Background: an optimization exercise with open tools, aiming at a short achievable clock period. Do not read the settings as production practice. Function was checked by simulation only, so behaviour that the tests miss may differ from the original. Power figures rest on the tool's default switching activity, not on a simulated workload.

`design/flow/run.sh`:
```
#!/bin/bash
# synth_recipe.tcl (not shown) runs the flow's synth.tcl, then flattens the netlist and writes it again
# the make line also repeats each setting of config.mk as NAME=value (left out here)
make -C /OpenROAD-flow-scripts/flow DESIGN_CONFIG=/design/flow/config.mk WORK_HOME=/design/flow/orfs CLKGATE_MAP_FILE= SYNTH_SCRIPT=/design/flow/synth_recipe.tcl finish
```
`design/flow/design.v`:
```
module UM6845R
(
	input            CLOCK,
	input            CLKEN,
	input            nRESET,
	input            CRTC_TYPE,
	input            ENABLE,
	input            nCS,
	input            R_nW,
	input            RS,
	input      [7:0] DI,
	output reg [7:0] DO,
	output reg       VSYNC,
	output reg       HSYNC,
	output           DE,
	output reg       FIELD,
	output           CURSOR,
	output reg [13:0] MA,
	output reg  [4:0] RA
);
/*verilator lint_off WIDTH*/
reg [7:0] R0_h_total;
reg [7:0] R1_h_displayed;
reg [7:0] R2_h_sync_pos;
reg [3:0] R3_v_sync_width;
reg [3:0] R3_h_sync_width;
reg [6:0] R4_v_total;
reg [4:0] R5_v_total_adj;
reg [6:0] R6_v_displayed;
reg [6:0] R7_v_sync_pos;
reg [1:0] R8_skew;
reg [1:0] R8_interlace;
reg [4:0] R9_v_max_line;
reg [1:0] R10_cursor_mode;
reg [4:0] R10_cursor_start;
reg [4:0] R11_cursor_end;
reg [5:0] R12_start_addr_h;
reg [7:0] R13_start_addr_l;
reg [5:0] R14_cursor_h;
reg [7:0] R15_cursor_l;
reg [15:0] asel;
reg ct;
always @(posedge CLOCK) ct <= CRTC_TYPE;
wire wr   = ENABLE & ~nCS & ~R_nW;
wire wr_a = wr & ~RS;
wire wr_d = wr & RS;
wire [15:0] w = {16{wr_d}} & asel;         
wire [15:0] dsel = DI[4] ? 16'd0 : (16'd1 << DI[3:0]);
always @(posedge CLOCK) begin
	if (wr_a) asel <= dsel;
	if (w[0])  R0_h_total <= DI;
	if (w[1])  R1_h_displayed <= DI;
	if (w[2])  R2_h_sync_pos <= DI;
	if (w[3])  {R3_v_sync_width,R3_h_sync_width} <= DI;
	if (w[4])  R4_v_total <= DI[6:0];
	if (w[5])  R5_v_total_adj <= DI[4:0];
	if (w[6])  R6_v_displayed <= DI[6:0];
	if (w[7])  R7_v_sync_pos <= DI[6:0];
	if (w[8])  {R8_skew, R8_interlace} <= {DI[5:4],DI[1:0]};
	if (w[9])  R9_v_max_line <= DI[4:0];
	if (w[10]) {R10_cursor_mode,R10_cursor_start} <= DI[6:0];
	if (w[11]) R11_cursor_end <= DI[4:0];
	if (w[12]) R12_start_addr_h <= DI[5:0];
	if (w[13]) R13_start_addr_l <= DI[7:0];
	if (w[14]) R14_cursor_h <= DI[5:0];
	if (w[15]) R15_cursor_l <= DI[7:0];
end
wire [6:0]  R6_n   = w[6] ? DI[6:0] : R6_v_displayed;
wire [1:0]  skew_n = w[8] ? DI[5:4] : R8_skew;
wire        il_n   = w[8] ? &DI[1:0] : &R8_interlace;
function [7:0] rsel0(input [15:0] a, input [6:0] r10, input [4:0] r11, input [5:0] r12,
                     input [7:0] r13, input [5:0] r14, input [7:0] r15);
	rsel0 = ({8{a[10]}} & r10) | ({8{a[11]}} & r11) | ({8{a[12]}} & r12) |
	        ({8{a[13]}} & r13) | ({8{a[14]}} & r14) | ({8{a[15]}} & r15);
endfunction
reg [7:0] rd0n, rd1;
always @(posedge CLOCK) begin
	if (wr_a) begin
		rd0n <= ~rsel0(dsel, {R10_cursor_mode,R10_cursor_start}, R11_cursor_end, R12_start_addr_h,
		               R13_start_addr_l, R14_cursor_h, R15_cursor_l);
		rd1  <= rsel0(dsel & 16'b1100_1111_1111_1111, {R10_cursor_mode,R10_cursor_start}, R11_cursor_end,
		              R12_start_addr_h, R13_start_addr_l, R14_cursor_h, R15_cursor_l) |
		        {8{DI[4:0] == 5'd31}};
	end
	else if (wr_d & |asel[15:10]) begin
		rd0n <= ~(DI & {~(asel[10] | asel[11] | asel[12] | asel[14]), ~(asel[11] | asel[12] | asel[14]), ~asel[11], 5'h1F});
		rd1  <= (asel[12] | asel[13]) ? 8'h00 : DI & {~(asel[10] | asel[11] | asel[14]), ~(asel[11] | asel[14]), ~asel[11], 5'h1F};
	end
end
reg nvde;    
always @(*) begin
	if (CRTC_TYPE) DO = RS ? rd1 : {2'b00, nvde, 5'b00000};
	else           DO = ~({8{RS}} & rd0n);
end
wire il = &R8_interlace;
reg  [7:0] hcc, hcc1;            
reg  [4:0] line;
reg  [6:0] row;
reg        in_adj;
reg        field;
reg [13:0] row_addr;
reg        hcc_last, line_last, row_last;
wire hn_R1  = hcc_last ? ~|R1_h_displayed : (hcc1 == R1_h_displayed);
wire hn_R2  = hcc_last ? ~|R2_h_sync_pos  : (hcc1 == R2_h_sync_pos);
wire hn_R0h = hcc_last ? ~|R0_h_total[7:1] : (hcc1 == {1'b0, R0_h_total[7:1]});
wire hn_0   = hcc_last | ~|hcc1;
wire [4:0] line_inc  = line + 1'd1 + il;
wire [4:0] line_next = line_last ? 5'd0 : {line_inc[4:1], line_inc[0] & ~il};
wire R4_z  = ~|R4_v_total;
wire R5_nz = |R5_v_total_adj;
wire frame_adj = row_last & ~in_adj & R5_nz;
wire row_zero  = row_last & (in_adj | ~R5_nz);           
wire fn_c      = in_adj | (row_last & ~R5_nz);            
wire [6:0] row1 = row + 1'd1;
wire rn_R6 = row_zero ? ~|R6_v_displayed : (row1 == R6_v_displayed);
wire rn_R7 = row_zero ? ~|R7_v_sync_pos  : (row1 == R7_v_sync_pos);
wire row_nz = |row;
wire row_new   = hcc_last & line_last;
wire frame_new = row_new & fn_c;
wire CRTC1_reload =  ct & ~line_last & ~row_nz & hn_0;
wire CRTC0_reload = ~ct & hcc_last & R4_z & ~|R9_v_max_line;
wire reload = frame_new | CRTC0_reload | CRTC1_reload;
wire adv    = hn_R1 & line_last;
wire [7:0]  hcc_n   = hcc_last ? 8'd0 : hcc1;
wire [7:0]  hcc1_n  = hcc_last ? 8'd1 : hcc1 + 1'd1;
wire [4:0]  line_n  = hcc_last ? line_next : line;
wire        in_adj_n = row_new ? (frame_adj | (in_adj & ~fn_c)) : in_adj;
wire        field_n = frame_new ? (~field & R8_interlace[0]) : field;
wire [6:0]  row_n   = (row_new & ~frame_adj) ? (fn_c ? 7'd0 : row1) : row;
wire [13:0] R1213   = {R12_start_addr_h, R13_start_addr_l};
wire [13:0] row_addr_n = reload ? R1213 : adv ? row_addr + R1_h_displayed : row_addr;
wire [13:0] MA_inc = MA + 1'd1;
wire [13:0] MA_adv = MA + R1_h_displayed + 1'd1;
wire s_rl  = reload;
wire s_ra  = ~reload & hn_0;
wire s_adv = ~reload & ~hn_0 & adv;
wire s_inc = ~reload & ~hn_0 & ~adv;
wire [13:0] MA_n = ({14{s_rl}} & R1213) | ({14{s_ra}} & row_addr) |
                   ({14{s_adv}} & MA_adv) | ({14{s_inc}} & MA_inc);
always @(posedge CLOCK) begin
	if(~nRESET) begin
		hcc    <= 0;
		hcc1   <= 1;
		line   <= 0;
		row    <= 0;
		in_adj <= 0;
		field  <= 0;
	end
	else if(CLKEN) begin
		hcc  <= hcc_n;
		hcc1 <= hcc1_n;
		line <= line_n;
		in_adj <= in_adj_n;
		field <= field_n;
		row  <= row_n;
	end
end
always @(posedge CLOCK) begin
	if(~nRESET) begin
		row_addr <= R1213;
		MA       <= R1213;
	end
	else if(CLKEN) begin
		row_addr <= row_addr_n;
		MA       <= MA_n;
	end
end
function hlf(input [7:0] r0, input cty, input rst, input cke, input last,
             input [7:0] h, input [7:0] h1);
	reg r0nz;
	begin
		r0nz = |r0;
		hlf = ~rst ? (~r0nz & cty) :
		      cke ? (last ? (~r0nz & cty) : ((h1 == r0) & (cty | r0nz))) :
		            ((h == r0) & (cty | r0nz));
	end
endfunction
function llf(input [4:0] ln, input adj, input [4:0] r5, input [4:0] r9, input i);
	reg [4:0] r5m1, la, lb;
	begin
		r5m1 = r5 - 1'd1;
		la = {r5m1[4:1], r5m1[0] & ~i};
		lb = {r9[4:1], r9[0] & ~i};
		llf = adj ? ((ln == la) | ~|la) : ((ln == lb) | ~|lb);
	end
endfunction
function rlf(input [6:0] r, input [6:0] r4);
	rlf = (r == r4) | ~|r4;
endfunction
wire [4:0] line_f   = ~nRESET ? 5'd0 : CLKEN ? line_n : line;
wire       in_adj_f = nRESET & (CLKEN ? in_adj_n : in_adj);
wire [6:0] row_f    = ~nRESET ? 7'd0 : CLKEN ? row_n : row;
wire       w_il     = w[5] | w[8] | w[9];
wire hl_R = hlf(R0_h_total, CRTC_TYPE, nRESET, CLKEN, hcc_last, hcc, hcc1);
wire hl_D = hlf(DI,         CRTC_TYPE, nRESET, CLKEN, hcc_last, hcc, hcc1);
wire ll_R  = llf(line_f, in_adj_f, R5_v_total_adj, R9_v_max_line, il);
wire ll_5  = llf(line_f, in_adj_f, DI[4:0],        R9_v_max_line, il);
wire ll_9  = llf(line_f, in_adj_f, R5_v_total_adj, DI[4:0],       il);
wire ll_8  = llf(line_f, in_adj_f, R5_v_total_adj, R9_v_max_line, &DI[1:0]);
wire rl_R = rlf(row_f, R4_v_total);
wire rl_D = rlf(row_f, DI[6:0]);
always @(posedge CLOCK) begin
	hcc_last  <= (w[0] & hl_D) | (~w[0] & hl_R);
	line_last <= (w[5] & ll_5) | (w[9] & ll_9) | (w[8] & ll_8) | (~w_il & ll_R);
	row_last  <= (w[4] & rl_D) | (~w[4] & rl_R);
end
reg hde;
reg [3:0] hsc;
wire hde_n = hn_R1 ? 1'b0 : hcc_last ? 1'b1 : hde;
always @(posedge CLOCK) begin
	if(~nRESET) begin
		hsc    <= 0;
		hde    <= 0;
		HSYNC  <= 0;
	end
	else if (CLKEN) begin
		hde <= hde_n;
		if(|hsc) hsc <= hsc - 1'd1;
		else if (hn_R2) begin
			if(|R3_h_sync_width) begin
				HSYNC <= 1;
				hsc <= R3_h_sync_width - 1'd1;
			end
		end
		else HSYNC <= 0;
	end
end
reg vde;
reg [3:0] vsc;
reg       vsync_allow;
wire vs_tick  = field ? hn_R0h : hcc_last;
wire vmatch   = field ? ((row == R7_v_sync_pos) & ~|line) : (rn_R7 & line_last);
wire vs_fire  = vs_tick & ~|vsc & vsync_allow & vmatch;
wire vde_n    = row_new ? (rn_R6 ? 1'b0 : frame_new ? 1'b1 : vde) : vde;
always @(posedge CLOCK) begin
	if(~nRESET) begin
		vsc    <= 0;
		vde    <= 0;
		nvde   <= 1;
		VSYNC  <= 0;
		vsync_allow <= 1;
	end
	else begin
		if (CLKEN & vs_fire) vsync_allow <= 0;
		else if ((wr & asel[7]) | (CLKEN & row_new & (~row_zero | row_nz))) vsync_allow <= 1;
		if (CLKEN) begin
			vde  <= vde_n;
			nvde <= ~vde_n;
			if(vs_tick) begin
				if(|vsc) vsc <= vsc - 1'd1;
				else if (vsync_allow & vmatch) begin
					VSYNC <= 1;
					vsc <= (ct ? 4'd0 : R3_v_sync_width) - 1'd1;
				end
				else VSYNC <= 0;
			end
		end
	end
end
reg cursor_line;
wire cursor_line_n = (line == R10_cursor_start) ? 1'b1 : (line == R11_cursor_end) ? 1'b0 : cursor_line;
reg cpre, ceqh, ceql;
assign CURSOR = cpre & ceqh & ceql;
function [0:0] eqw6(input [5:0] x, input wr, input [5:0] d, input [5:0] r);
	eqw6 = (wr & (x == d)) | (~wr & (x == r));
endfunction
function [0:0] eqw8(input [7:0] x, input wr, input [7:0] d, input [7:0] r);
	eqw8 = (wr & (x == d)) | (~wr & (x == r));
endfunction
wire rst_or_rl = ~nRESET | (CLKEN & s_rl);
wire c_ra  = nRESET & CLKEN & s_ra;
wire c_adv = nRESET & CLKEN & s_adv;
wire c_inc = nRESET & CLKEN & s_inc;
wire c_h   = nRESET & ~CLKEN;
wire ceqh_n = (rst_or_rl & eqw6(R1213[13:8],    w[14], DI[5:0], R14_cursor_h)) |
              (c_ra      & eqw6(row_addr[13:8], w[14], DI[5:0], R14_cursor_h)) |
              (c_adv     & eqw6(MA_adv[13:8],   w[14], DI[5:0], R14_cursor_h)) |
              (c_inc     & eqw6(MA_inc[13:8],   w[14], DI[5:0], R14_cursor_h)) |
              (c_h       & eqw6(MA[13:8],       w[14], DI[5:0], R14_cursor_h));
wire ceql_n = (rst_or_rl & eqw8(R1213[7:0],    w[15], DI, R15_cursor_l)) |
              (c_ra      & eqw8(row_addr[7:0], w[15], DI, R15_cursor_l)) |
              (c_adv     & eqw8(MA_adv[7:0],   w[15], DI, R15_cursor_l)) |
              (c_inc     & eqw8(MA_inc[7:0],   w[15], DI, R15_cursor_l)) |
              (c_h       & eqw8(MA[7:0],       w[15], DI, R15_cursor_l));
always @(posedge CLOCK) begin
	ceqh <= ceqh_n;
	ceql <= ceql_n;
	if(~nRESET) begin
		cursor_line <= 0;
		cpre <= 0;
	end
	else if (CLKEN) begin
		cursor_line <= cursor_line_n;
		cpre <= hde_n & vde_n & cursor_line_n;
	end
end
reg       nde0;                  
reg [1:0] dde;
reg       ndesk;                 
wire       de0_n = hde_n & vde_n & |R6_n;
wire       de0_h = hde & vde & |R6_n;
wire [1:0] dde_n = {dde[0], ~nde0};
function skewsel(input [1:0] s, input d0, input [1:0] dd);
	case (s)
		2'd0: skewsel = d0;
		2'd1: skewsel = dd[0];
		2'd2: skewsel = dd[1];
		default: skewsel = 1'b0;
	endcase
endfunction
assign DE = ~(CRTC_TYPE ? nde0 : ndesk);
always @(posedge CLOCK) begin
	if(~nRESET) begin
		nde0   <= 1;
		dde    <= 2'b00;
		ndesk  <= 1;
		FIELD  <= il_n;
		RA     <= 5'd0;
	end
	else if (CLKEN) begin
		nde0   <= ~de0_n;
		dde    <= dde_n;
		ndesk  <= ~skewsel(skew_n, de0_n, dde_n);
		FIELD  <= ~field_n & il_n;
		RA     <= {line_n[4:1], line_n[0] | (field_n & il_n)};
	end
	else begin
		nde0   <= ~de0_h;
		ndesk  <= ~skewsel(skew_n, de0_h, dde);
		FIELD  <= ~field & il_n;
		RA     <= {line[4:1], line[0] | (field & il_n)};
	end
end
endmodule
```
`design/flow/config.mk`:
```
export PLATFORM = sky130hd
export DESIGN_NAME = UM6845R
export DESIGN_NICKNAME = UM6845R
export VERILOG_FILES = /design/flow/design.v
export SDC_FILE = /design/flow/constraint.sdc
export NUM_CORES = 4
export LEC_CHECK = 0
export ABC_CLOCK_PERIOD_IN_PS = 1500
export CAP_MARGIN = 20
export CORE_MARGIN = 2
export CORE_UTILIZATION = 30
export PLACE_DENSITY = 0.5
export SETUP_SLACK_MARGIN = 4.0
export SLEW_MARGIN = 20
export TNS_END_PERCENT = 100
```
`design/flow/constraint.sdc`:
```
create_clock -name core_clock -period 6.0 [get_ports {CLOCK}]
set_input_delay 1.2000 -clock core_clock [delete_from_list [all_inputs] [get_ports {CLOCK}]]
set_output_delay 1.2000 -clock core_clock [all_outputs]
set_load 0.01 [all_outputs]
```
==> results.py, run 1 <==
metrics = {
    "sta": {
        "tns_ps": 0,
        "rsz0062_at_grt": "yes",
        "clock_skew_ps": 16.1,
        "whs_ps": 465,
        "setup_ws_ps": 2860,
        "fmax_mhz": 318,
        "relSlewSlack_pct": 26.6,
        "hold_viol": 0,
        "layout_min_cycle_time_ps": 3140,
        "setup_viol": 0,
        "drv_slew": 0,
        "worst_slew_pin_slew_ps": 1100,
        "post-route-period-util_pct": 52.4,
    },
    "routing": {
        "wl_per_cell_um": 23.2,
        "route.detailed.drc": 0,
        "initialDrtViolationCount": 1235,
        "wl_mm": 53.8,
        "drt_pass1_iterations": 5,
        "drt-vias-per-instance": 5.49,
        "postRouteAntennaNets": 0,
        "num_vias": 12700,
    },
    "global_route": {
        "grt_max_degree": 42,
        "antenna_found_initial": 0,
        "grt_pass1_wl_mm": 78.6,
        "grt_pass1_vias": 12300,
        "overflow": 0,
        "grtUsageTotal_pct": 20.6,
    },
    "final_layout": {
        "layout-drive-gt1-share_pct": 36.2,
        "syn_to_final_growth_pct": 39.2,
        "nets": 1737,
        "final.fill_count": 4489,
        "fin_cells": 2322,
        "insertedDiodeCount": 0,
    },
    "logic_synthesis": {
        "synthDistinctLibCells": 103,
        "synthArstFlopShare_pct": 0,
        "netlist_area_mm2": 0.0145,
        "synth-edff-count": 158,
        "synth_adder_area_share_pct": 3.03,
        "ys_seq_area_share_pct": 42.5,
        "synth_cells": 1473,
        "muxShareOfSynthArea_pct": 2.27,
        "synth-xor-area-share_pct": 16.2,
        "synth_compound_area_share_pct": 14.1,
        "synth_top_family_by_area": "simple AND/OR/NAND/NOR gates",
        "ys.flop_type": "edfxtp_1",
        "yosysWarningCount": 1,
        "ys_ff_latch": 229,
        "synth_nets": 1523,
        "syn_avg_cell_area_um2": 9.85,
        "synthSimpleGateAreaFrac_pct": 17.6,
    },
    "power": {
        "peakVddDrop_v": 0.000210,
        "p_leak_nw": 7.50,
        "power.density_mw_per_mm2": 224,
        "power.total_mw": 4.53,
    },
    "setup_path": {
        "startpoint_type": "primary input",
        "r2r-start": "MA[0]",
        "endpoint_kind": "primary output",
        "critPathKind": "in2out",
        "crit_fanout": 5,
        "crit_required_ps": 4800,
        "worstSetupStartpoint": "CRTC_TYPE",
        "crit_arrival_ps": 1940,
    },
    "placed_design": {
        "dp.final_hpwl_mm": 33.9,
        "place.gp.congestion": 0.896,
        "portBuffers": 47,
        "dp.cells": 2057,
        "pre_cts_ws_ps": 1400,
    },
    "clocking": {
        "postCtsHoldBufs": 0,
        "cts.sinks": 229,
        "path_clk_slew_ps": 60,
        "cts-root-buf": "clkbuf_16",
        "cts_made_buffers": 26,
        "insertion_delay_ps": 570,
        "max-clock-path-buffers": 3,
        "htreeDepth": 1,
        "cts_tree": "yes",
    },
    "floorplan": {
        "rows": 80,
        "die_area_mm2": 0.0502,
        "die_y_um": 224,
        "core_mm2": 0.0477,
        "ioPinCount": 48,
        "die_x_um": 224,
        "initial_utilization_pct": 30.4,
    },
    "min_path": {
        "hold_start": "cursor_line",
        "worstHoldPathType": "reg2reg",
    },
    "run": {
        "maxCapViolCount": 0,
    },
    "status": {
        "status": "complete, no violations",
    },
}
cell usage after synthesis, drive strengths merged (12+ instances only):
cell type	number	area [µm²]
mux2	12	139
mux2i	19	190
edfxtp	158	4740
clkbuf	53	200
nor2	85	329
a21o	12	90.1
dfxtp	71	1420
inv	48	180
nor2b	14	87.6
nand4	42	269
nor3	45	230
xor2	142	1240
ha	32	400
a21oi	68	355
buf	40	210
nand3	33	178
a22oi	27	208
o21ai	65	337
and2	20	125
xnor2	123	1080
nand2	113	424
nor4	37	253
and3	17	114
a31oi	24	180
cells in the final DEF, fill, tap and decap left out, types with 12 or more instances in the layout:
master,n
ha_1,13
ha_4,15
xnor2_1,116
nand2_1,86
a21oi_2,16
dfxtp_4,12
nand3_1,28
mux2i_1,14
o21ai_1,24
nand2_4,12
nand2_2,13
o21ai_0,19
nor2_1,71
clkbuf_16,28
xor2_1,142
dfxtp_1,48
a31oi_1,19
a22oi_2,18
o21ai_2,20
buf_12,21
nor4_1,30
nand4_1,41
a21oi_1,45
edfxtp_1,158
buf_2,21
and2_4,14
buf_4,145
nor3_1,36
inv_1,31
buf_6,64
worst paths after layout:
path,slack [ps],endpoint,cells after the start
setup / recovery,2860,DO[0],6
hold / removal,470,cursor_line,1
setup reg to reg,3190,ceqh,13
hold reg to reg,470,cursor_line,1
final cells by class:
| class | instances | area, µm² | area share (%) |
|---|---|---|---|
| Multi-Input combinational cell | 1106 | 9200 | 45.6 |
| Timing Repair Buffer | 273 | 2860 | 14.1 |
| Clock buffer | 36 | 718 | 3.56 |
| Inverter | 51 | 270 | 1.34 |
| Clock inverter | 12 | 158 | 0.781 |
| Sequential cell | 229 | 6220 | 30.8 |
| Tap cell | 615 | 769 | 3.81 |
worst max-delay path, stage by stage:
cell     delay (ps)
buf_6            90
buf_12          120
nor2b_4         190
buf_6           130
a22oi_2          60
buf_2           140
timing repair:
action                                  4_1_cts  5_1_grt
buffers inserted                            140       62
resized for setup                           401      127
hold endpoints to repair                      0        0
endpoints found under the setup margin      333      193
pin swaps                                    77       80
cloned                                       12        3
power breakdown:
group | total, mW | switching [mW] | internal, mW
Sequential | 1.84 | 0.0816 | 1.76
Clock | 1.68 | 0.711 | 0.970
Combinational | 1.01 | 0.535 | 0.473
Total | 4.53 | 1.33 | 3.20
state kept, by name (all words and copies together) (netlist names), 8 cells and up:
name              count
hcc1                  8
row_addr             14
MA                   14
R2_h_sync_pos         8
rd0n                  8
R13_start_addr_l      8
R0_h_total            8
R1_h_displayed        8
R15_cursor_l          8
rd1                   8
asel                 16
hcc                   8
logic make-up (layout without fill, tap and decap cells):
| group | count (synthesis) | in the layout |
|---|---|---|
| compound gates | 294 | 294 |
| simple gates | 474 | 481 |
| mux | 31 | 31 |
| flops | 229 | 229 |
| xor+xnor | 266 | 266 |
| fa+ha+maj | 34 | 34 |
| buf+inv | 145 | 372 |
per-stage QoR:
step | cell area [µm²] | utilization [%]
6_report | 20200 | 42.3
4_1_cts | 19200 | 40.1
2_1_floorplan | 15600 | -
3_3_place_gp | 16100 | 33.7
5_1_grt | 20200 | 42.3
3_5_place_dp | 16100 | 33.7
layer usage:
layer  share of wire (%)  up-vias  wire length [µm]  track usage [%]
met5                   0        -                 0                0
met4                 3.4        0              1810             5.66
met3                 6.2      102              3360             2.94
met2                  46      455             25000             33.8
met1                  44     6332             23700             28.4
li1                    -     5851                 -                -
==> run 2: changes to the inputs <==
==> design/flow/config.mk (replaced) <==
export PLATFORM = sky130hd
export DESIGN_NAME = UM6845R
export DESIGN_NICKNAME = UM6845R
export VERILOG_FILES = /design/flow/design.v
export SDC_FILE = /design/flow/constraint.sdc
export NUM_CORES = 4
export LEC_CHECK = 0
export ABC_CLOCK_PERIOD_IN_PS = 2500
export CAP_MARGIN = 20
export CORE_MARGIN = 2
export CORE_UTILIZATION = 60
export PLACE_DENSITY = 0.75
export SETUP_SLACK_MARGIN = 3.5
export SLEW_MARGIN = 20
export TNS_END_PERCENT = 100
==> run 2 against run 1 <==
Against the previous run:
- power fell by 3.3%
- critical endpoint is now DO[7]
- synthesized area stayed put
- non-clock buffer count decreased by 44
- still clean on timing, DRC and antenna
- highest routed layer unchanged
==> results.py, run 2 <==
metrics = {
    "final_layout": {
        "layout-drive-gt1-share_pct": 30.0,
        "biggestRegsByFlops": "asel: 16 flops, MA: 14 flops, row_addr: 14 flops",
        "top_register": "asel",
        "nets": 1685,
        "layout_commonest_cell": "edfxtp_1",
        "fin_cells": 1973,
        "largest_reg_flops": 16,
        "syn_to_final_growth_pct": 30.1,
        "fin_util_pct": 80.0,
        "insertedDiodeCount": 0,
        "final_cell_mix": "edfxtp_1 (158), xor2_1 (142), buf_4 (124), xnor2_1 (116), nand2_1 (91)",
        "final.fill_count": 1391,
    },
    "logic_synthesis": {
        "synth-edff-count": 158,
        "netlist_area_mm2": 0.0145,
        "synth_nets": 1523,
        "synth_cells": 1473,
        "netlist.area_leader.share_pct": 32.7,
        "ys.flop_type": "edfxtp_1",
        "synthArstFlopShare_pct": 0,
        "yosys-top-cells-area": "edfxtp_1 (33%), dfxtp_1 (9.8%), xor2_1 (8.6%)",
        "ys_seq_area_share_pct": 42.5,
        "yosysWarningCount": 1,
        "synthDistinctLibCells": 103,
        "syn_avg_cell_area_um2": 9.85,
        "ys_top_cells_by_count": "edfxtp_1 (158), xor2_1 (142), xnor2_1 (123)",
        "yosys.cell_count.top_type": "edfxtp_1",
        "yosys.area.top_type": "edfxtp_1",
        "ys_ff_latch": 229,
    },
    "clocking": {
        "htreeDepth": 1,
        "cts.sinks": 229,
        "path_clk_slew_ps": 60,
        "insertion_delay_ps": 550,
        "postCtsHoldBufs": 0,
        "cts_made_buffers": 25,
        "max-clock-path-buffers": 3,
        "cts_tree": "yes",
        "cts-root-buf": "clkbuf_16",
    },
    "setup_path": {
        "crit_arrival_ps": 2060,
        "critPathKind": "in2out",
        "crit_top_cell": "buf_6",
        "crit_chain": "buf_6 > buf_6 > nor2b_4 > buf_6 > buf_6 > a22oi_2 > buf_2",
        "crit_required_ps": 4800,
        "crit_fanout": 4,
        "cpMaxStageDelayCell": "buf_2",
        "slowest_delay_ps": 150,
        "startpoint_type": "primary input",
        "endpoint_kind": "primary output",
    },
    "routing": {
        "num_vias": 13200,
        "drt-vias-per-instance": 6.70,
        "route.detailed.drc": 0,
        "wl_per_cell_um": 25.6,
        "drt_pass1_iterations": 6,
        "postRouteAntennaNets": 0,
        "initialDrtViolationCount": 1809,
        "wl_mm": 50.5,
    },
    "run": {
        "maxCapViolCount": 0,
    },
    "sta": {
        "worst_slew_pin_slew_ps": 967,
        "setup_viol": 0,
        "hold_viol": 0,
        "relSlewSlack_pct": 34.9,
        "clock_skew_ps": 17.5,
        "rsz0062_at_grt": "yes",
        "fmax_mhz": 307,
        "layout_min_cycle_time_ps": 3260,
        "whs_ps": 475,
        "post-route-period-util_pct": 54.3,
        "drv_slew": 0,
        "tns_ps": 0,
    },
    "floorplan": {
        "initial_utilization_pct": 61.5,
        "rows": 56,
        "die_x_um": 160,
        "die_area_mm2": 0.0254,
        "ioPinCount": 48,
        "die_y_um": 160,
        "core_mm2": 0.0236,
    },
    "status": {
        "status": "complete, no violations",
    },
    "placed_design": {
        "portBuffers": 47,
        "dp.final_hpwl_mm": 30.3,
        "place.gp.congestion": 0.990,
        "dp.cells": 1763,
    },
    "global_route": {
        "grt_max_degree": 36,
        "grt_pass1_vias": 12400,
        "grtUsageTotal_pct": 36.5,
        "overflow": 0,
        "antenna_found_initial": 0,
        "grt_pass1_wl_mm": 72.1,
    },
    "power": {
        "peakVddDrop_v": 0.000275,
        "power.density_mw_per_mm2": 232,
        "p_leak_nw": 7.08,
    },
    "min_path": {
        "worstHoldPathType": "reg2reg",
    },
}
run 2: cell types whose count changed in the layout (fill, tap and decap cells not counted), sizes merged:
cell | before | now
and2 | 22 | 20
buf | 267 | 202
bufbuf | 4 | 0
bufinv | 3 | 2
clkbuf | 38 | 35
clkdlybuf4s15 | 0 | 2
clkdlybuf4s50 | 0 | 1
clkinv | 8 | 12
clkinvlp | 4 | 3
dlygate4sd2 | 0 | 20
inv | 48 | 49
nand2 | 117 | 113
nor2 | 86 | 85
run 2: layout make-up:
cell class              instances  area [µm²]  area share, %
clock buffers                  31         679           3.60
multi-input cells            1099        9050           47.9
well taps                     319         399           2.11
repair buffers                229        2200           11.7
inverters                      51         229           1.21
clock inverters                15         134          0.709
flip-flops and latches        229        6190           32.8
run 2: repair_timing:
item                       CTS  global route
gates cloned                 4             1
setup buffers              129            30
pin swaps                   67            38
setup endpoints to repair  260           125
gates resized for setup    326           114
run 2: metal layers:
| layer | vias to the layer above | global-route usage, % | wire [µm] |
|---|---|---|---|
| li1 | 5715 | - | - |
| met1 | 6364 | 50.8 | 19500 |
| met2 | 963 | 56.7 | 22600 |
| met3 | 185 | 6.93 | 6020 |
| met4 | 0 | 14.1 | 2340 |
| met5 | - | 0 | 0 |
run 2: final timing paths:
kind / cells past startpoint / slack [ps] / end / from
setup / recovery: 7 / 2740 / DO[7] / RS
hold / removal: 1 / 470 / cursor_line / cursor_line
setup reg to reg: 13 / 3130 / MA[10] / MA[0]
hold reg to reg: 1 / 470 / cursor_line / cursor_line
run 2: logic make-up after synthesis:
kind of cell / count (synthesis) / share of synthesized area (%)
simple gates: 474 / 17.6
compound gates: 294 / 14.1
xor+xnor: 266 / 16.2
flops: 229 / 42.5
buf+inv: 145 / 4.37
fa+ha+maj: 34 / 3.03
mux: 31 / 2.27
run 2: power by group:
part / internal [mW] / switching, mW
clock: 0.892 / 0.663
sequential: 1.76 / 0.0807
combinational: 0.437 / 0.545
total: 3.09 / 1.29
run 2: through the flow:
stage | instance area [µm²] | total power, mW | setup WS [ps]
floorplan | 15000 | 2.37 | 3120
global placement | 15400 | 2.55 | 1640
detailed placement | 15400 | 2.56 | 1600
CTS | 18100 | 4.23 | 2730
global route | 18900 | 4.50 | 2700
finish | 18900 | 4.38 | 2740
run 2: worst max-delay path: cells and delay by family:
family	cells	cell delay, ps
buffers and inverters	5	570
AOI/OAI and AO/OA	1	140
and+or+nand+nor	1	130
==> run 3: changes to the inputs <==
--- a/design/flow/config.mk
+++ b/design/flow/config.mk
@@ -8,8 +8,8 @@
 export ABC_CLOCK_PERIOD_IN_PS = 2500
 export CAP_MARGIN = 20
 export CORE_MARGIN = 2
-export CORE_UTILIZATION = 60
-export PLACE_DENSITY = 0.75
+export CORE_UTILIZATION = 40
+export PLACE_DENSITY = 0.6
 export SETUP_SLACK_MARGIN = 3.5
 export SLEW_MARGIN = 20
 export TNS_END_PERCENT = 100
==> run 3 against run 2 <==
Against the previous run:
- maximum frequency grew 3.4%
- clock skew up 4.0 ps
- first-iteration DRC count fell by 36%
- clock power grew 13%
- cell count up 7.7%
- design area grew 1.0%
- synthesized cell count is the same
- power grew 3.8%
- synthesized area unchanged
- critical path type unchanged
==> results.py, run 3 <==
metrics = {
    "setup_path": {
        "r2r-start": "R5_v_total_adj[1]",
        "crit_arrival_ps": 1950,
        "startpoint_type": "primary input",
        "worstSetupStartpoint": "CRTC_TYPE",
        "crit_required_ps": 4800,
        "endpoint_kind": "primary output",
        "critPathKind": "in2out",
        "crit_fanout": 6,
    },
    "logic_synthesis": {
        "ys_ff_latch": 229,
        "yosys-top-cells-area": "edfxtp_1 (33%), dfxtp_1 (9.8%), xor2_1 (8.6%)",
        "ys_seq_area_share_pct": 42.5,
        "yosysWarningCount": 1,
        "yosys.area.top_type": "edfxtp_1",
        "synth_cells": 1473,
        "ys_top_cells_by_count": "edfxtp_1 (158), xor2_1 (142), xnor2_1 (123)",
        "synth-edff-count": 158,
        "synthDistinctLibCells": 103,
        "ys.flop_type": "edfxtp_1",
        "netlist_area_mm2": 0.0145,
        "syn_avg_cell_area_um2": 9.85,
        "netlist.area_leader.share_pct": 32.7,
        "yosys.cell_count.top_type": "edfxtp_1",
        "synthArstFlopShare_pct": 0,
        "synth_nets": 1523,
    },
    "power": {
        "power.density_mw_per_mm2": 238,
        "p_leak_nw": 7.15,
        "peakVddDrop_v": 0.000212,
        "power.total_mw": 4.54,
    },
    "final_layout": {
        "biggestRegsByFlops": "asel: 16 flops, MA: 14 flops, row_addr: 14 flops",
        "multi_input_area_mm2": 0.00895,
        "regArea_mm2": 0.00619,
        "largest_reg_flops": 16,
        "syn_to_final_growth_pct": 31.4,
        "insertedDiodeCount": 0,
        "fin_cells": 2125,
        "top_register": "asel",
        "final.fill_count": 3042,
        "layout-drive-gt1-share_pct": 30.8,
        "layout_commonest_cell": "edfxtp_1",
        "final_cell_mix": "edfxtp_1 (158), buf_4 (142), xor2_1 (141), xnor2_1 (115), nand2_1 (95)",
        "nets": 1693,
        "fin_util_pct": 53.5,
    },
    "run": {
        "maxCapViolCount": 0,
    },
    "min_path": {
        "worstHoldPathType": "reg2reg",
        "hold_start": "cursor_line",
    },
    "sta": {
        "clock_skew_ps": 21.5,
        "drv_slew": 0,
        "hold_viol": 0,
        "setup_viol": 0,
        "layout_min_cycle_time_ps": 3150,
        "tns_ps": 0,
        "worst_slew_pin_slew_ps": 941,
        "setup_ws_ps": 2850,
        "fmax_mhz": 318,
        "relSlewSlack_pct": 36.7,
        "rsz0062_at_grt": "yes",
        "post-route-period-util_pct": 52.5,
    },
    "floorplan": {
        "die_y_um": 194,
        "rows": 69,
        "ioPinCount": 48,
        "core_mm2": 0.0357,
        "initial_utilization_pct": 40.7,
        "die_x_um": 194,
        "die_area_mm2": 0.0378,
    },
    "routing": {
        "wl_mm": 49.3,
        "drt-vias-per-instance": 5.94,
        "drt_pass1_iterations": 6,
        "wl_per_cell_um": 23.2,
        "route.detailed.drc": 0,
        "num_vias": 12600,
        "initialDrtViolationCount": 1160,
        "postRouteAntennaNets": 0,
    },
    "placed_design": {
        "portBuffers": 47,
        "place.gp.congestion": 0.919,
        "dp.final_hpwl_mm": 31.2,
        "dp.cells": 1905,
        "pre_cts_ws_ps": 1420,
    },
    "clocking": {
        "cts_tree": "yes",
        "cts-root-buf": "clkbuf_16",
        "cts_made_buffers": 27,
        "path_clk_slew_ps": 60,
        "cts.sinks": 229,
        "htreeDepth": 1,
        "insertion_delay_ps": 560,
        "max-clock-path-buffers": 3,
    },
    "global_route": {
        "overflow": 0,
        "grt_pass1_wl_mm": 74.0,
        "antenna_found_initial": 0,
        "grtUsageTotal_pct": 25.3,
        "grt_max_degree": 42,
        "grt_pass1_vias": 12400,
    },
    "status": {
        "status": "complete, no violations",
    },
}
==> run 3: cell counts after synthesis <==
No cell type changed its count.
==> run 3: logic make-up (layout without fill, tap and decap cells) <==
kind of cell,after synthesis,in the layout,share of synthesized area (%)
DFF,229,229,42.5
muxes,31,31,2.27
buffers and inverters,145,335,4.37
adders and majority gates,34,34,3.03
AOI/OAI and AO/OA,294,294,14.1
xor gates and xnor gates,266,266,16.2
and+or+nand+nor,474,475,17.6
==> run 3: per-layer routing <==
layer / track usage, % / share of wire [%] / vias to the layer above
met3: 3.31 / 7.0 / 145
li1: - / - / 5739
met1: 34.4 / 43 / 6172
met2: 40.7 / 46 / 557
met5: 0 / 0 / -
met4: 10.5 / 4.6 / 0
==> run 3: cell type report <==
type / count / area share [%]
Timing Repair Buffer: 234 / 11.5
Inverter: 51 / 1.16
Clock inverter: 12 / 0.951
Clock buffer: 38 / 3.98
Sequential cell: 229 / 32.5
Multi-Input combinational cell: 1100 / 46.9
Tap cell: 461 / 3.02
==> run 3: report_power, final <==
part,switching (mW),total (mW),internal (mW)
Combinational,0.522,0.955,0.433
Sequential,0.0746,1.83,1.76
Clock,0.691,1.75,1.06
==> run 3: per-stage QoR <==
step / cell area, µm² / hold slack (ps)
finish: 19100 / 473
global route: 19100 / 489
CTS: 18400 / 477
detailed placement: 15600 / 465
global placement: 15600 / 447
floorplan: 15000 / 426
==> run 3: critical path, cell delays in order <==
cell and delay, ps:
buf_6 90, buf_12 130, nor2b_4 180, buf_6 140, a22oi_2 60, buf_2 140
==> run 3: repair_timing <==
item                                    CTS  global route
buffers inserted                        135            26
hold endpoints to repair                  0             0
pin swaps                                58            59
endpoints found under the setup margin  263           102
gates cloned                              8             1
resized for setup                       309           101
hold buffers                              0             0
==> run 3: worst paths after layout <==
check | end | slack, ps | depth (start not counted)
max | DO[1] | 2850 | 6
min | cursor_line | 470 | 1
max reg2reg | ceql | 3200 | 12
min reg2reg | cursor_line | 470 | 1
==> run 4: changes to the inputs <==
==> design/flow/flow/run.sh (new file) <==
#!/bin/bash
# The standard layout, with the ports of the RS / CRTC_TYPE -> DO / DE paths placed together.
set -euo pipefail
bash standard.sh IO_CONSTRAINTS="$PWD/flow/io.tcl" finish > flow_make.log 2>&1
==> design/flow/flow/io.tcl (new file) <==
# Keep the ports of the combinational read and display-enable paths together on one edge.
set_io_pin_constraint -group -order -region left:* -pin_names {DO[7] DO[6] DO[5] DO[4] RS CRTC_TYPE DE DO[3] DO[2] DO[1] DO[0]}
==> design/flow/standard.sh (new file) <==
#!/bin/bash
# synth_recipe.tcl (not shown) runs the flow's synth.tcl, then flattens the netlist and writes it again
# the make line also repeats each setting of config.mk as NAME=value (left out here)
make -C /OpenROAD-flow-scripts/flow DESIGN_CONFIG=/design/flow/config.mk WORK_HOME=/design/flow/orfs CLKGATE_MAP_FILE= SYNTH_SCRIPT=/design/flow/synth_recipe.tcl "${@:-finish}"
removed: design/flow/run.sh
==> run 4 against run 3 <==
Against the previous run:
- still clean on timing, DRC and antenna
- global-route usage up 0.75 points
- non-clock buffer count down 13
- power down 3.2%
- via count up 1.4%
- utilization down 0.82 points
- critical path type unchanged
- highest routed layer unchanged
==> results.py, run 4 <==
metrics = {
    "logic_synthesis": {
        "yosys-top-cells-area": "edfxtp_1 (33%), dfxtp_1 (9.8%), xor2_1 (8.6%)",
        "synth-edff-count": 158,
        "synthArstFlopShare_pct": 0,
        "ys.flop_type": "edfxtp_1",
        "synthDistinctLibCells": 103,
        "yosysWarningCount": 1,
        "synth_nets": 1523,
        "syn_avg_cell_area_um2": 9.85,
        "netlist_area_mm2": 0.0145,
        "yosys.cell_count.top_type": "edfxtp_1",
        "yosys.area.top_type": "edfxtp_1",
        "ys_ff_latch": 229,
        "ys_top_cells_by_count": "edfxtp_1 (158), xor2_1 (142), xnor2_1 (123)",
        "netlist.area_leader.share_pct": 32.7,
        "ys_seq_area_share_pct": 42.5,
        "synth_cells": 1473,
    },
    "routing": {
        "num_vias": 12800,
        "wl_per_cell_um": 24.1,
        "wl_mm": 50.8,
        "postRouteAntennaNets": 0,
        "initialDrtViolationCount": 1348,
        "drt_pass1_iterations": 6,
        "route.detailed.drc": 0,
        "drt-vias-per-instance": 6.07,
    },
    "floorplan": {
        "rows": 69,
        "die_x_um": 194,
        "initial_utilization_pct": 40.7,
        "core_mm2": 0.0357,
        "die_area_mm2": 0.0378,
        "ioPinCount": 48,
        "die_y_um": 194,
    },
    "clocking": {
        "cts.sinks": 229,
        "max-clock-path-buffers": 3,
        "insertion_delay_ps": 550,
        "cts_tree": "yes",
        "htreeDepth": 1,
        "cts_made_buffers": 25,
        "cts-root-buf": "clkbuf_16",
        "postCtsHoldBufs": 0,
        "path_clk_slew_ps": 60,
    },
    "power": {
        "swShare_pct": 28.6,
        "peakVddDrop_v": 0.000202,
        "p_leak_nw": 6.98,
        "power.density_mw_per_mm2": 234,
        "p_seq_share_pct": 41.8,
        "p_clk_share_pct": 36.4,
        "combPwrFrac_pct": 21.8,
        "switching_power_mw": 1.26,
        "p_int_mw": 3.14,
    },
    "final_layout": {
        "top_register": "asel",
        "syn_to_final_growth_pct": 29.4,
        "nets": 1679,
        "largest_reg_flops": 16,
        "biggestRegsByFlops": "asel: 16 flops, MA: 14 flops, row_addr: 14 flops",
        "final_cell_mix": "edfxtp_1 (158), xor2_1 (141), buf_4 (119), xnor2_1 (117), nand2_1 (94)",
        "layout_commonest_cell": "edfxtp_1",
        "layout-drive-gt1-share_pct": 29.0,
        "fin_cells": 2109,
        "insertedDiodeCount": 0,
    },
    "placed_design": {
        "dp.cells": 1907,
        "dp.final_hpwl_mm": 32.7,
        "portBuffers": 47,
        "pre_cts_ws_ps": 1400,
        "place.gp.congestion": 0.898,
    },
    "global_route": {
        "grt_max_degree": 36,
        "grtUsageTotal_pct": 26.0,
        "grt_pass1_vias": 12500,
        "grt_pass1_wl_mm": 76.3,
        "overflow": 0,
        "antenna_found_initial": 0,
    },
    "setup_path": {
        "crit_fanout": 5,
        "critPathKind": "in2out",
        "endpoint_kind": "primary output",
        "crit_required_ps": 4800,
        "startpoint_type": "primary input",
        "crit_arrival_ps": 1930,
    },
    "sta": {
        "clock_skew_ps": 23.1,
        "relSlewSlack_pct": 33.7,
        "layout_min_cycle_time_ps": 3130,
        "drv_slew": 0,
        "worst_slew_pin_slew_ps": 995,
        "hold_viol": 0,
        "tns_ps": 0,
        "post-route-period-util_pct": 52.2,
        "setup_viol": 0,
        "rsz0062_at_grt": "yes",
        "setup_ws_ps": 2870,
        "fmax_mhz": 319,
    },
    "status": {
        "status": "complete, no violations",
    },
    "run": {
        "maxCapViolCount": 0,
    },
    "min_path": {
        "worstHoldPathType": "reg2reg",
    },
}
run 4: cell count changes in the layout (fill, tap and decap cells not counted), sizes merged:
cell / change
clkdlybuf4s15: -4
nor2: +1
inv: -4
clkinvlp: +1
and4bb: +1
dlygate4sd2: -5
bufbuf: -1
bufinv: -1
nand2b: -1
clkinv: +5
clkdlybuf4s18: +1
clkdlybuf4s50: -1
clkbuf: -8
run 4: worst max-delay path, cell delays in order:
cell	delay [ps]
buf_6	90
buf_12	120
nor2b_4	180
buf_12	130
a22oi_2	70
buf_2	140
run 4: logic make-up (layout without fill, tap and decap cells):
kind of cell             Yosys count  count (layout)  synth area share (%)
XOR/XNOR                         266             266                  16.2
AND/OR/NAND/NOR                  474             476                  17.6
adder cells (fa/ha/maj)           34              34                  3.03
AO/OA/AOI/OAI                    294             294                  14.1
flip-flops                       229             229                  42.5
buffers and inverters            145             318                  4.37
multiplexers                      31              31                  2.27
run 4: metal layers:
layer  wire length, µm  part of all wire, %  global-route usage, %
met1             21200                   42                   35.5
met3              4590                  9.0                   4.30
met5                 0                    0                      0
met2             23300                   46                   42.1
met4              1760                  3.5                   8.69
run 4: power groups by stage:
stage,logic (mW),registers (mW),clock network (mW)
finish,0.959,1.84,1.60
detailed placement,0.671,1.91,0
global route,1.02,1.84,1.67
floorplan,0.525,1.84,0
CTS,0.893,1.83,1.61
global placement,0.660,1.91,0
run 4: area by class of cell:
| cell class | count | area [µm²] |
|---|---|---|
| fill | 3094 | 16900 |
| multi-input combinational | 1101 | 8820 |
| sequential | 229 | 6190 |
| timing repair buffer | 221 | 2120 |
| clock buffer | 33 | 697 |
| tap | 461 | 577 |
| inverter | 51 | 228 |
| clock inverter | 13 | 148 |
run 4: worst paths after layout:
path         cells after the start  endpoint               from  slack, ps
min reg2reg                      2    vsc[1]             vsc[1]        490
max reg2reg                     12      ceql  R5_v_total_adj[0]       3130
min                              2    vsc[1]             vsc[1]        490
max                              6     DO[1]          CRTC_TYPE       2870
run 4: repair_timing:
item | 4_1_cts | 5_1_grt
gates resized for setup | 350 | 87
buffers inserted | 119 | 29
endpoints found under the setup margin | 302 | 86
endpoints found under the hold margin | 0 | 0
pin swaps | 68 | 56
gates cloned | 6 | 2
run 4: stage by stage:
stage	instance area, µm²	power, mW	hold WS, ps	util [%]
after floorplan	15000	2.37	426	-
after global placement	15600	2.57	475	43.7
after detailed placement	15600	2.58	482	43.7
after CTS	18200	4.34	494	51.0
after global routing	18800	4.53	521	52.7
final	18800	4.40	489	52.7
==> run 5: changes to the inputs <==
--- a/design/flow/design.v
+++ b/design/flow/design.v
@@ -65,8 +65,22 @@
 	if (w[14]) R14_cursor_h <= DI[5:0];
 	if (w[15]) R15_cursor_l <= DI[7:0];
 end
-wire [6:0]  R6_n   = w[6] ? DI[6:0] : R6_v_displayed;
-wire [1:0]  skew_n = w[8] ? DI[5:4] : R8_skew;
+reg R0h_z, R1_z, R2_z, R3h_nz, R4_z, R5_nz, R6_z, R7_z, R9_z;
+reg [6:0] R6m1, R7m1;
+always @(posedge CLOCK) begin
+	if (w[0]) R0h_z  <= ~|DI[7:1];
+	if (w[1]) R1_z   <= ~|DI;
+	if (w[2]) R2_z   <= ~|DI;
+	if (w[3]) R3h_nz <= |DI[3:0];
+	if (w[4]) R4_z   <= ~|DI[6:0];
+	if (w[5]) R5_nz  <= |DI[4:0];
+	if (w[6]) R6_z   <= ~|DI[6:0];
+	if (w[6]) R6m1   <= DI[6:0] - 1'd1;
+	if (w[7]) R7_z   <= ~|DI[6:0];
+	if (w[7]) R7m1   <= DI[6:0] - 1'd1;
+	if (w[9]) R9_z   <= ~|DI[4:0];
+end
+wire        R6nz_n = w[6] ? |DI[6:0] : ~R6_z;
 wire        il_n   = w[8] ? &DI[1:0] : &R8_interlace;
 function [7:0] rsel0(input [15:0] a, input [6:0] r10, input [4:0] r11, input [5:0] r12,
                      input [7:0] r13, input [5:0] r14, input [7:0] r15);
@@ -100,25 +114,23 @@
 reg        field;
 reg [13:0] row_addr;
 reg        hcc_last, line_last, row_last;
-wire hn_R1  = hcc_last ? ~|R1_h_displayed : (hcc1 == R1_h_displayed);
-wire hn_R2  = hcc_last ? ~|R2_h_sync_pos  : (hcc1 == R2_h_sync_pos);
-wire hn_R0h = hcc_last ? ~|R0_h_total[7:1] : (hcc1 == {1'b0, R0_h_total[7:1]});
+wire hn_R1  = hcc_last ? R1_z  : (hcc1 == R1_h_displayed);
+wire hn_R2  = hcc_last ? R2_z  : (hcc1 == R2_h_sync_pos);
+wire hn_R0h = hcc_last ? R0h_z : (hcc1 == {1'b0, R0_h_total[7:1]});
 wire hn_0   = hcc_last | ~|hcc1;
 wire [4:0] line_inc  = line + 1'd1 + il;
 wire [4:0] line_next = line_last ? 5'd0 : {line_inc[4:1], line_inc[0] & ~il};
-wire R4_z  = ~|R4_v_total;
-wire R5_nz = |R5_v_total_adj;
 wire frame_adj = row_last & ~in_adj & R5_nz;
 wire row_zero  = row_last & (in_adj | ~R5_nz);           
 wire fn_c      = in_adj | (row_last & ~R5_nz);            
 wire [6:0] row1 = row + 1'd1;
-wire rn_R6 = row_zero ? ~|R6_v_displayed : (row1 == R6_v_displayed);
-wire rn_R7 = row_zero ? ~|R7_v_sync_pos  : (row1 == R7_v_sync_pos);
+wire rn_R6 = row_zero ? R6_z : (row == R6m1);
+wire rn_R7 = row_zero ? R7_z : (row == R7m1);
 wire row_nz = |row;
 wire row_new   = hcc_last & line_last;
 wire frame_new = row_new & fn_c;
 wire CRTC1_reload =  ct & ~line_last & ~row_nz & hn_0;
-wire CRTC0_reload = ~ct & hcc_last & R4_z & ~|R9_v_max_line;
+wire CRTC0_reload = ~ct & hcc_last & R4_z & R9_z;
 wire reload = frame_new | CRTC0_reload | CRTC1_reload;
 wire adv    = hn_R1 & line_last;
 wire [7:0]  hcc_n   = hcc_last ? 8'd0 : hcc1;
@@ -128,9 +140,15 @@
 wire        field_n = frame_new ? (~field & R8_interlace[0]) : field;
 wire [6:0]  row_n   = (row_new & ~frame_adj) ? (fn_c ? 7'd0 : row1) : row;
 wire [13:0] R1213   = {R12_start_addr_h, R13_start_addr_l};
-wire [13:0] row_addr_n = reload ? R1213 : adv ? row_addr + R1_h_displayed : row_addr;
-wire [13:0] MA_inc = MA + 1'd1;
-wire [13:0] MA_adv = MA + R1_h_displayed + 1'd1;
+wire [8:0]  ra_lo  = row_addr[7:0] + R1_h_displayed;
+wire [5:0]  ra_hi1 = row_addr[13:8] + 1'd1;
+wire [13:0] ra_adv = {ra_lo[8] ? ra_hi1 : row_addr[13:8], ra_lo[7:0]};
+wire [5:0]  MA_hi1 = MA[13:8] + 1'd1;
+wire [8:0]  MA_lo1 = MA[7:0] + 1'd1;
+wire [8:0]  MA_loa = MA[7:0] + R1_h_displayed + 1'd1;
+wire [13:0] MA_inc = {MA_lo1[8] ? MA_hi1 : MA[13:8], MA_lo1[7:0]};
+wire [13:0] MA_adv = {MA_loa[8] ? MA_hi1 : MA[13:8], MA_loa[7:0]};
+wire [13:0] row_addr_n = reload ? R1213 : adv ? ra_adv : row_addr;
 wire s_rl  = reload;
 wire s_ra  = ~reload & hn_0;
 wire s_adv = ~reload & ~hn_0 & adv;
@@ -217,7 +235,7 @@
 		hde <= hde_n;
 		if(|hsc) hsc <= hsc - 1'd1;
 		else if (hn_R2) begin
-			if(|R3_h_sync_width) begin
+			if(R3h_nz) begin
 				HSYNC <= 1;
 				hsc <= R3_h_sync_width - 1'd1;
 			end
@@ -297,8 +315,8 @@
 reg       nde0;                  
 reg [1:0] dde;
 reg       ndesk;                 
-wire       de0_n = hde_n & vde_n & |R6_n;
-wire       de0_h = hde & vde & |R6_n;
+wire       de0_n = hde_n & vde_n & R6nz_n;
+wire       de0_h = hde & vde & R6nz_n;
 wire [1:0] dde_n = {dde[0], ~nde0};
 function skewsel(input [1:0] s, input d0, input [1:0] dd);
 	case (s)
@@ -320,13 +338,13 @@
 	else if (CLKEN) begin
 		nde0   <= ~de0_n;
 		dde    <= dde_n;
-		ndesk  <= ~skewsel(skew_n, de0_n, dde_n);
+		ndesk  <= ~((w[8] & skewsel(DI[5:4], de0_n, dde_n)) | (~w[8] & skewsel(R8_skew, de0_n, dde_n)));
 		FIELD  <= ~field_n & il_n;
 		RA     <= {line_n[4:1], line_n[0] | (field_n & il_n)};
 	end
 	else begin
 		nde0   <= ~de0_h;
-		ndesk  <= ~skewsel(skew_n, de0_h, dde);
+		ndesk  <= ~((w[8] & skewsel(DI[5:4], de0_h, dde)) | (~w[8] & skewsel(R8_skew, de0_h, dde)));
 		FIELD  <= ~field & il_n;
 		RA     <= {line[4:1], line[0] | (field & il_n)};
 	end
==> design/flow/run.sh (new file) <==
#!/bin/bash
# synth_recipe.tcl (not shown) runs the flow's synth.tcl, then flattens the netlist and writes it again
# the make line also repeats each setting of config.mk as NAME=value (left out here)
make -C /OpenROAD-flow-scripts/flow DESIGN_CONFIG=/design/flow/config.mk WORK_HOME=/design/flow/orfs CLKGATE_MAP_FILE= SYNTH_SCRIPT=/design/flow/synth_recipe.tcl finish
removed: design/flow/flow/run.sh
removed: design/flow/flow/io.tcl
removed: design/flow/standard.sh
==> run 5 against run 4 <==
Against the previous run:
- still clean
- combinational power shrank 5.6%
- power rose by 1.1%
- clock skew is 11 ps lower
- count of clock-buffer cells in the layout rose by 13
- design area up 3.8%
- register-to-register slack about the same
- sequential power grew 6%
- utilization is 0.91 points lower
- via count grew 4.1%
- synthesized area grew 5.6%
- first-iteration DRC count shrank 3.9%
- wire length rose by 5.0%
- highest routed layer unchanged
==> results.py, run 5 <==
metrics = {
    "floorplan": {
        "die_x_um": 200,
        "die_area_mm2": 0.0399,
        "rows": 71,
        "initial_utilization_pct": 40.7,
        "core_mm2": 0.0377,
        "die_y_um": 200,
        "ioPinCount": 48,
    },
    "logic_synthesis": {
        "netlist.area_leader.share_pct": 35.9,
        "yosys-top-cells-area": "edfxtp_1 (36%), xnor2_1 (10%), dfxtp_1 (8.1%)",
        "synthDistinctLibCells": 101,
        "syn_avg_cell_area_um2": 9.96,
        "synthArstFlopShare_pct": 0,
        "synth-edff-count": 183,
        "ys_ff_latch": 245,
        "synth_nets": 1589,
        "yosysWarningCount": 1,
        "ys_seq_area_share_pct": 44.0,
        "yosys.cell_count.top_type": "edfxtp_1",
        "yosys.area.top_type": "edfxtp_1",
        "netlist_area_mm2": 0.0153,
        "ys.flop_type": "edfxtp_1",
        "synth_cells": 1539,
        "ys_top_cells_by_count": "edfxtp_1 (183), xnor2_1 (182), nand2_1 (129)",
    },
    "global_route": {
        "overflow": 0,
        "grt_pass1_wl_mm": 79.4,
        "grtUsageTotal_pct": 26.4,
        "grt_pass1_vias": 13000,
        "antenna_found_initial": 0,
        "grt_max_degree": 35,
    },
    "sta": {
        "layout_min_cycle_time_ps": 3230,
        "drv_slew": 0,
        "whs_ps": 498,
        "clock_skew_ps": 12.2,
        "post-route-period-util_pct": 53.8,
        "rsz0062_at_grt": "yes",
        "setup_viol": 0,
        "hold_viol": 0,
        "relSlewSlack_pct": 42.6,
        "fmax_mhz": 310,
        "worst_slew_pin_slew_ps": 854,
        "setup_ws_ps": 2770,
        "tns_ps": 0,
    },
    "routing": {
        "postRouteAntennaNets": 0,
        "initialDrtViolationCount": 1296,
        "drt_pass1_iterations": 6,
        "wl_mm": 53.3,
        "num_vias": 13300,
        "drt-vias-per-instance": 6.01,
        "route.detailed.drc": 0,
        "wl_per_cell_um": 24.1,
    },
    "placed_design": {
        "portBuffers": 47,
        "pre_cts_ws_ps": 1460,
        "dp.final_hpwl_mm": 34.1,
        "place.gp.congestion": 0.888,
    },
    "final_layout": {
        "nets": 1732,
        "layout-drive-gt1-share_pct": 25.1,
        "top_register": "asel",
        "largest_reg_flops": 16,
        "insertedDiodeCount": 0,
        "fin_util_pct": 51.8,
        "final.fill_count": 3439,
        "regArea_mm2": 0.00676,
        "syn_to_final_growth_pct": 27.2,
        "biggestRegsByFlops": "asel: 16 flops, MA: 14 flops, row_addr: 14 flops",
        "multi_input_area_mm2": 0.00892,
        "final_cell_mix": "edfxtp_1 (183), xnor2_1 (177), nand2_1 (115), buf_4 (106), xor2_1 (75)",
        "layout_commonest_cell": "edfxtp_1",
    },
    "power": {
        "power.density_mw_per_mm2": 228,
        "peakVddDrop_v": 0.000207,
        "p_leak_nw": 6.85,
    },
    "clocking": {
        "postCtsHoldBufs": 0,
        "htreeDepth": 1,
        "cts.sinks": 245,
        "cts-root-buf": "clkbuf_16",
        "cts_tree": "yes",
        "path_clk_slew_ps": 60,
        "insertion_delay_ps": 550,
        "max-clock-path-buffers": 3,
        "cts_made_buffers": 28,
    },
    "run": {
        "maxCapViolCount": 0,
    },
    "status": {
        "status": "complete, no violations",
    },
    "setup_path": {
        "endpoint_kind": "primary output",
        "crit_arrival_ps": 2030,
        "startpoint_type": "primary input",
        "critPathKind": "in2out",
        "r2r-start": "R1_h_displayed[0]",
        "crit_required_ps": 4800,
        "crit_fanout": 7,
        "worstSetupStartpoint": "RS",
    },
    "min_path": {
        "worstHoldPathType": "reg2reg",
        "hold_start": "vsc[1]",
    },
}
run 5: final timing paths:
check / to / cells after the start / slack, ps
worst max-delay path: DO[6] / 6 / 2770
worst min-delay path: vsc[1] / 2 / 500
worst max register to register: ceql / 12 / 3120
worst min register to register: vsc[1] / 2 / 500
run 5: worst max-delay path, cell delays in order:
cell	delay (ps)
buf_6	90
buf_6	120
nor2b_4	130
buf_12	130
a22oi_2	170
buf_2	170
run 5: report_power, final:
| part | internal, mW | leakage [nW] | switching (mW) |
|---|---|---|---|
| clock | 0.902 | 0.402 | 0.692 |
| combinational | 0.412 | 4.25 | 0.493 |
| sequential | 1.88 | 2.20 | 0.0658 |
| total | 3.20 | 6.85 | 1.25 |
run 5: cell type report:
cell class,instances,share of cell area (%)
Clock buffer,46,4.10
Inverter,56,1.46
Tap cell,511,3.28
Timing Repair inverter,1,0.0578
Multi-Input combinational cell,1140,45.7
Timing Repair Buffer,210,10.6
Sequential cell,245,34.6
Clock inverter,6,0.141
run 5: through the flow:
| step | cell area, µm² | power, mW | instances |
|---|---|---|---|
| CTS | 18800 | 4.38 | 2180 |
| finish | 19500 | 4.45 | 2215 |
| global placement | 16300 | 2.63 | 2013 |
| detailed placement | 16300 | 2.64 | 2013 |
| global route | 19500 | 4.60 | 2215 |
| floorplan | 15800 | 2.45 | 1539 |
run 5: what timing repair did:
item                                    in CTS  in global routing
resized for setup                          288                 93
pin swaps                                   66                 57
buffers inserted                           111                 32
cloned                                       4                  3
endpoints found under the setup margin     282                 74
run 5: layer usage:
layer  track usage, %  routed length [µm]  vias up
li1                 -                   -     5955
met1             34.6               21600     6548
met2             42.5               24900      646
met5                0                   0        -
met3             5.36                4370      168
met4             11.4                2460        0
run 5: cells by family (layout without fill, tap and decap cells):
group	Yosys count	count (layout)	synth area share (%)
and+or+nand+nor	503	505	17.4
AOI/OAI and AO/OA	321	321	14.4
xor gates and xnor gates	265	265	15.5
DFF	245	245	44.0
buffers and inverters	156	319	4.83
adders and majority gates	35	35	2.94
muxes	14	14	0.947

==> re-timing with driven ports <==
The flow's constraints put no driver on any port. The routed layouts listed below were extracted and timed again, unchanged, in two steps.
Step 1 sets driving cells, clkbuf_16 on the clock port and buf_2 on the other inputs (assumed; they add their load-dependent delay and slew).
Step 2 adds t to the input delays and takes it off the output delays; t is the mean of the earliest and latest rising clock arrival at the registers after step 1. Input paths then give back, and output paths get back, about the clock's delay inside the block.
Three values: ideal, step 1, step 2; two values: the first two.
run | shift t [ns] | setup WS [ns] | worst setup path at the end | latest minus earliest clock arrival (ns) | cell pins on the clock port's net
run 1 | 0.613 | 2.858 / 2.815 / 2.617 | input to register | 0.018 / 0.019 | 1
run 2 | 0.593 | 2.743 / 2.710 / 2.613 | input to register | 0.019 / 0.019 | 1
run 3 | 0.601 | 2.850 / 2.818 / 2.663 | input to register | 0.022 / 0.021 | 1
run 4 | 0.589 | 2.867 / 2.835 / 2.678 | input to register | 0.023 / 0.023 | 1
run 5 | 0.595 | 2.774 / 2.744 / 2.659 | input to register | 0.015 / 0.015 | 1
After both steps setup and hold are still met in every run listed. The setup slack of run 1, which loses most, moves by -0.043 ns with the drivers and by -0.241 ns with both steps.
